What follows belongs to an exercise in optimizing a design on an open flow for small area; a production flow would make more cautious choices.
Function was checked by simulation only, so behaviour that the tests miss may differ from the original.

## System
module System
(
    input logic clk, rst,
    input logic mode,  
    input logic[1:0] stage,  
    input logic on_off,  
    input logic detect,  
    input logic compile,  
    input logic run,  
    input logic[3:0] row,
    output logic[3:0] col,
    input logic A_ENC, B_ENC,
    input logic btn, swt,
    input logic led_in,
    input logic sda_in,  
    output logic sda_out, sda_oe,  
    output logic sclk_c, led_en,
    output logic sclk_o, mosi, cs,
    output logic vcc_en, pmod_en, dc, res,
    output logic R, G, B,
    output logic[7:0] AN, C,
    output logic[2:0] mem_addr
);
logic WE_bar_0;
logic[2:0] RF_Addr;
logic[31:0] entrdCommand;
logic[31:0] DataOut;
logic[2:0] Addr_RF;
logic[2:0] rgb;
logic WE_bar_1, cmpl_done, compl;
logic[2:0] IS_RF_Addr;
logic[16:0] cmpldCommand;
logic[16:0] exeCommand;
logic[2:0] Addr_IS;
logic oled_draw, oled_rdy, oled_sel;
logic[16:0] oled_IR;
logic exe;
logic[2:0] IS_Addr;
assign mem_addr = (stage == 0 || stage == 1) ? Addr_RF : Addr_IS;
assign Addr_RF = (stage == 0) ? RF_Addr : (stage == 1) ? IS_RF_Addr : 3'd0;
assign Addr_IS = (stage == 1) ? IS_RF_Addr : (stage == 2) ? IS_Addr : 3'd0;
assign compl = (stage == 1) ? compile : 1'b0;
assign exe = (stage == 2) ? run : 1'b0;
IColor PmodCOLOR(.clk(clk), .rst(~rst), .detect(detect), .led_in(led_in), .sda_in(sda_in), .sda_out(sda_out), .sda_oe(sda_oe), .sclk(sclk_c), .led_en(led_en), .R(R), .G(G), .B(B),
                 .rgb(rgb));
Programmer code_writer(.clk(clk), .rst(~rst), .mode(mode), .stage(stage), .row(row), .col(col), .A(A_ENC), .B(B_ENC), .btn(btn), .swt(swt),
                       .AN(AN), .C(C), .WE_bar(WE_bar_0), .Addr(RF_Addr), .entrdCommand(entrdCommand), .RF_Data(DataOut));
  ...
clock: 20.0 ns
lec_check: 0
cap_margin: 20
core_margin: 2
core_utilization: 40
slew_margin: 20
standard.sh (not shown) runs the stock make flow with config.mk's settings and CLKGATE_MAP_FILE= SYNTH_SCRIPT=/design/flow/synth_recipe.tcl, a recipe that flattens the netlist after the stock synthesis.
==> flow/flow/run.sh <==
#!/bin/bash
# The standard layout (standard.sh) with three changes:
#  - after the standard synthesis, flow/resyn.sh re-synthesises its
#    combinational logic for area with ABC (flow/abc_area.script), keeping
#    every register cell and name, and proves the result equal to the
#    standard netlist; if anything fails the standard netlist is kept;
#  - before the placement's repair_design, flow/downsize.tcl gives the
#    combinational cells their smallest size and the port buffers buf_1;
#    repair_design then fixes slew and capacitance as usual;
#  - clock tree synthesis adds no dummy loads and builds the tree from
#    clkbuf_4 cells driving clusters of up to 8 flip-flops.
# Each tool's output goes to a log file here: std_synth.log, resyn_yosys.log,
# equiv_yosys.log and standard_flow.log (ORFS's own logs stay in orfs/logs).
set -euo pipefail
cd "$(dirname "$0")/.."
bash standard.sh synth > std_synth.log 2>&1
R=orfs/results/sky130hd/System/base
cp $R/1_2_yosys.v std_1_2_yosys.v
if bash flow/resyn.sh "$PWD/std_1_2_yosys.v" "$PWD/resyn.v" > resyn.log 2>&1; then
  cp resyn.v $R/1_2_yosys.v
  rm -f $R/1_synth.odb
  echo "resynthesised netlist in use" >> resyn.log
else
  echo "resynthesis failed: standard netlist in use" >> resyn.log
fi
CTS="-sink_clustering_enable -repair_clock_nets -dont_use_dummy_load"
CTS="$CTS -buf_list sky130_fd_sc_hd__clkbuf_4 -sink_clustering_size 8 -sink_clustering_max_diameter 40"
bash standard.sh "CTS_ARGS=$CTS" "PRE_RESIZE_TCL=$PWD/flow/downsize.tcl" finish > standard_flow.log 2>&1
test -f out/final.def
==> flow/flow/downsize.tcl <==
# Before the placement's repair_design: give every combinational cell the
# smallest drive strength of its kind, and make the port buffers buf_1.
# repair_design, which runs next, then fixes any slew, capacitance or fanout
# limit this breaks. Registers keep their cell type and size.
set dont_use {}
if { [info exists ::env(DONT_USE_CELLS)] } { set dont_use $::env(DONT_USE_CELLS) }
proc is_dont_use { name dont_use } {
  foreach pat $dont_use { if { [string match $pat $name] } { return 1 } }
  return 0
}
set n 0
set saved 0.0
foreach inst [get_cells *] {
  set master [get_property $inst ref_name]
  if { $master eq "sky130_fd_sc_hd__clkdlybuf4s50_1" } {
    set saved [expr { $saved + [get_property [get_lib_cells $master] area] - [get_property [get_lib_cells sky130_fd_sc_hd__buf_1] area] }]
    replace_cell $inst sky130_fd_sc_hd__buf_1
    incr n
    continue
  }
  if { ![regexp {^sky130_fd_sc_hd__([a-z0-9]+)_([0-9]+)$} $master -> base size] } { continue }
  if { [regexp {^(s?dfx|edf|dfr|dfs|dfb|sdf|dl|tap|fill|decap|conb|clk|lpflow|probe|diode)} $base] } { continue }
  set best $master
  set best_area [get_property [get_lib_cells $master] area]
  foreach lc [get_lib_cells sky130_fd_sc_hd__${base}_*] {
    set name [get_name $lc]
    if { ![regexp "^sky130_fd_sc_hd__${base}_\[0-9\]+\$" $name] } { continue }
    if { [is_dont_use $name $dont_use] } { continue }
    set a [get_property $lc area]
    if { $a < $best_area - 1e-6 } { set best $name; set best_area $a }
  }
  if { $best ne $master } {
    set saved [expr { $saved + [get_property [get_lib_cells $master] area] - $best_area }]
    replace_cell $inst $best
    incr n
  }
}
puts "downsize: $n cells resized, [format %.1f $saved] um2 less"
Other scripts of this flow, unchanged in this note and not shown: flow/flow/abc_area.script, flow/flow/dontuse.txt, flow/flow/equiv.ys.in, flow/flow/resyn.sh, flow/flow/resyn.ys.in
Then changed:
--- a/flow/flow/run.sh
+++ b/flow/flow/run.sh
@@ -7,5 +7,6 @@
 #  - before the placement's repair_design, flow/downsize.tcl gives the
 #    combinational cells their smallest size and the port buffers buf_1;
-#    repair_design then fixes slew and capacitance as usual;
+#    repair_design then fixes slew and capacitance as usual, with buffers
+#    no larger than buf_2;
 #  - clock tree synthesis adds no dummy loads and builds the tree from
 #    clkbuf_4 cells driving clusters of up to 8 flip-flops.
--- a/flow/flow/downsize.tcl
+++ b/flow/flow/downsize.tcl
@@ -2,5 +2,7 @@
 # smallest drive strength of its kind, and make the port buffers buf_1.
 # repair_design, which runs next, then fixes any slew, capacitance or fanout
-# limit this breaks. Registers keep their cell type and size.
+# limit this breaks, with buffers no larger than buf_2 (the large buffers are
+# set dont_use for the rest of this step only). Registers keep their cell
+# type and size.
 set dont_use {}
 if { [info exists ::env(DONT_USE_CELLS)] } { set dont_use $::env(DONT_USE_CELLS) }
@@ -9,4 +11,5 @@
   return 0
 }
+set_dont_use {sky130_fd_sc_hd__buf_4 sky130_fd_sc_hd__buf_6 sky130_fd_sc_hd__buf_8 sky130_fd_sc_hd__buf_12 sky130_fd_sc_hd__buf_16 sky130_fd_sc_hd__bufbuf_8 sky130_fd_sc_hd__bufbuf_16 sky130_fd_sc_hd__clkbuf_8 sky130_fd_sc_hd__clkbuf_16 sky130_fd_sc_hd__bufinv_8 sky130_fd_sc_hd__bufinv_16}
 set n 0
 set saved 0.0
Settings changed: CORE_UTILIZATION 40 to 55.
=> Routed wire length stays flat; worst setup slack gets worse by 0.035 ns; final area falls by about 2.3%.

==> static timing again, ports no longer ideal <==
No port has a modelled driver above. Below, the same layouts with a new extraction and two added sets of constraints. Step 1, drivers: a clkbuf_16 drives clk and a buf_2 each remaining input, both assumed. Step 2 moves the port delays by t, midway between the first and last clock arrival at a register: inputs arrive t later, outputs are due t later. That takes back most of the time a late clock gives input paths. Slacks: ideal ports / drivers / drivers and shift; pairs: ideal ports / drivers.
| run | shift t [ns] | setup slack, ns | hold slack, ns | worst setup path after step 2 |
|---|---|---|---|---|
| the first run | 0.994 | 6.889 / 6.813 / 6.813 | 0.323 / 0.323 / 0.323 | input to output |
| the second run | 0.994 | 6.855 / 6.790 / 6.790 | 0.395 / 0.395 / 0.395 | input to output |
After both steps setup and hold are still met in every run listed. The setup slack of the first run, which loses most, moves by -0.076 ns with the drivers and by -0.076 ns with both steps.
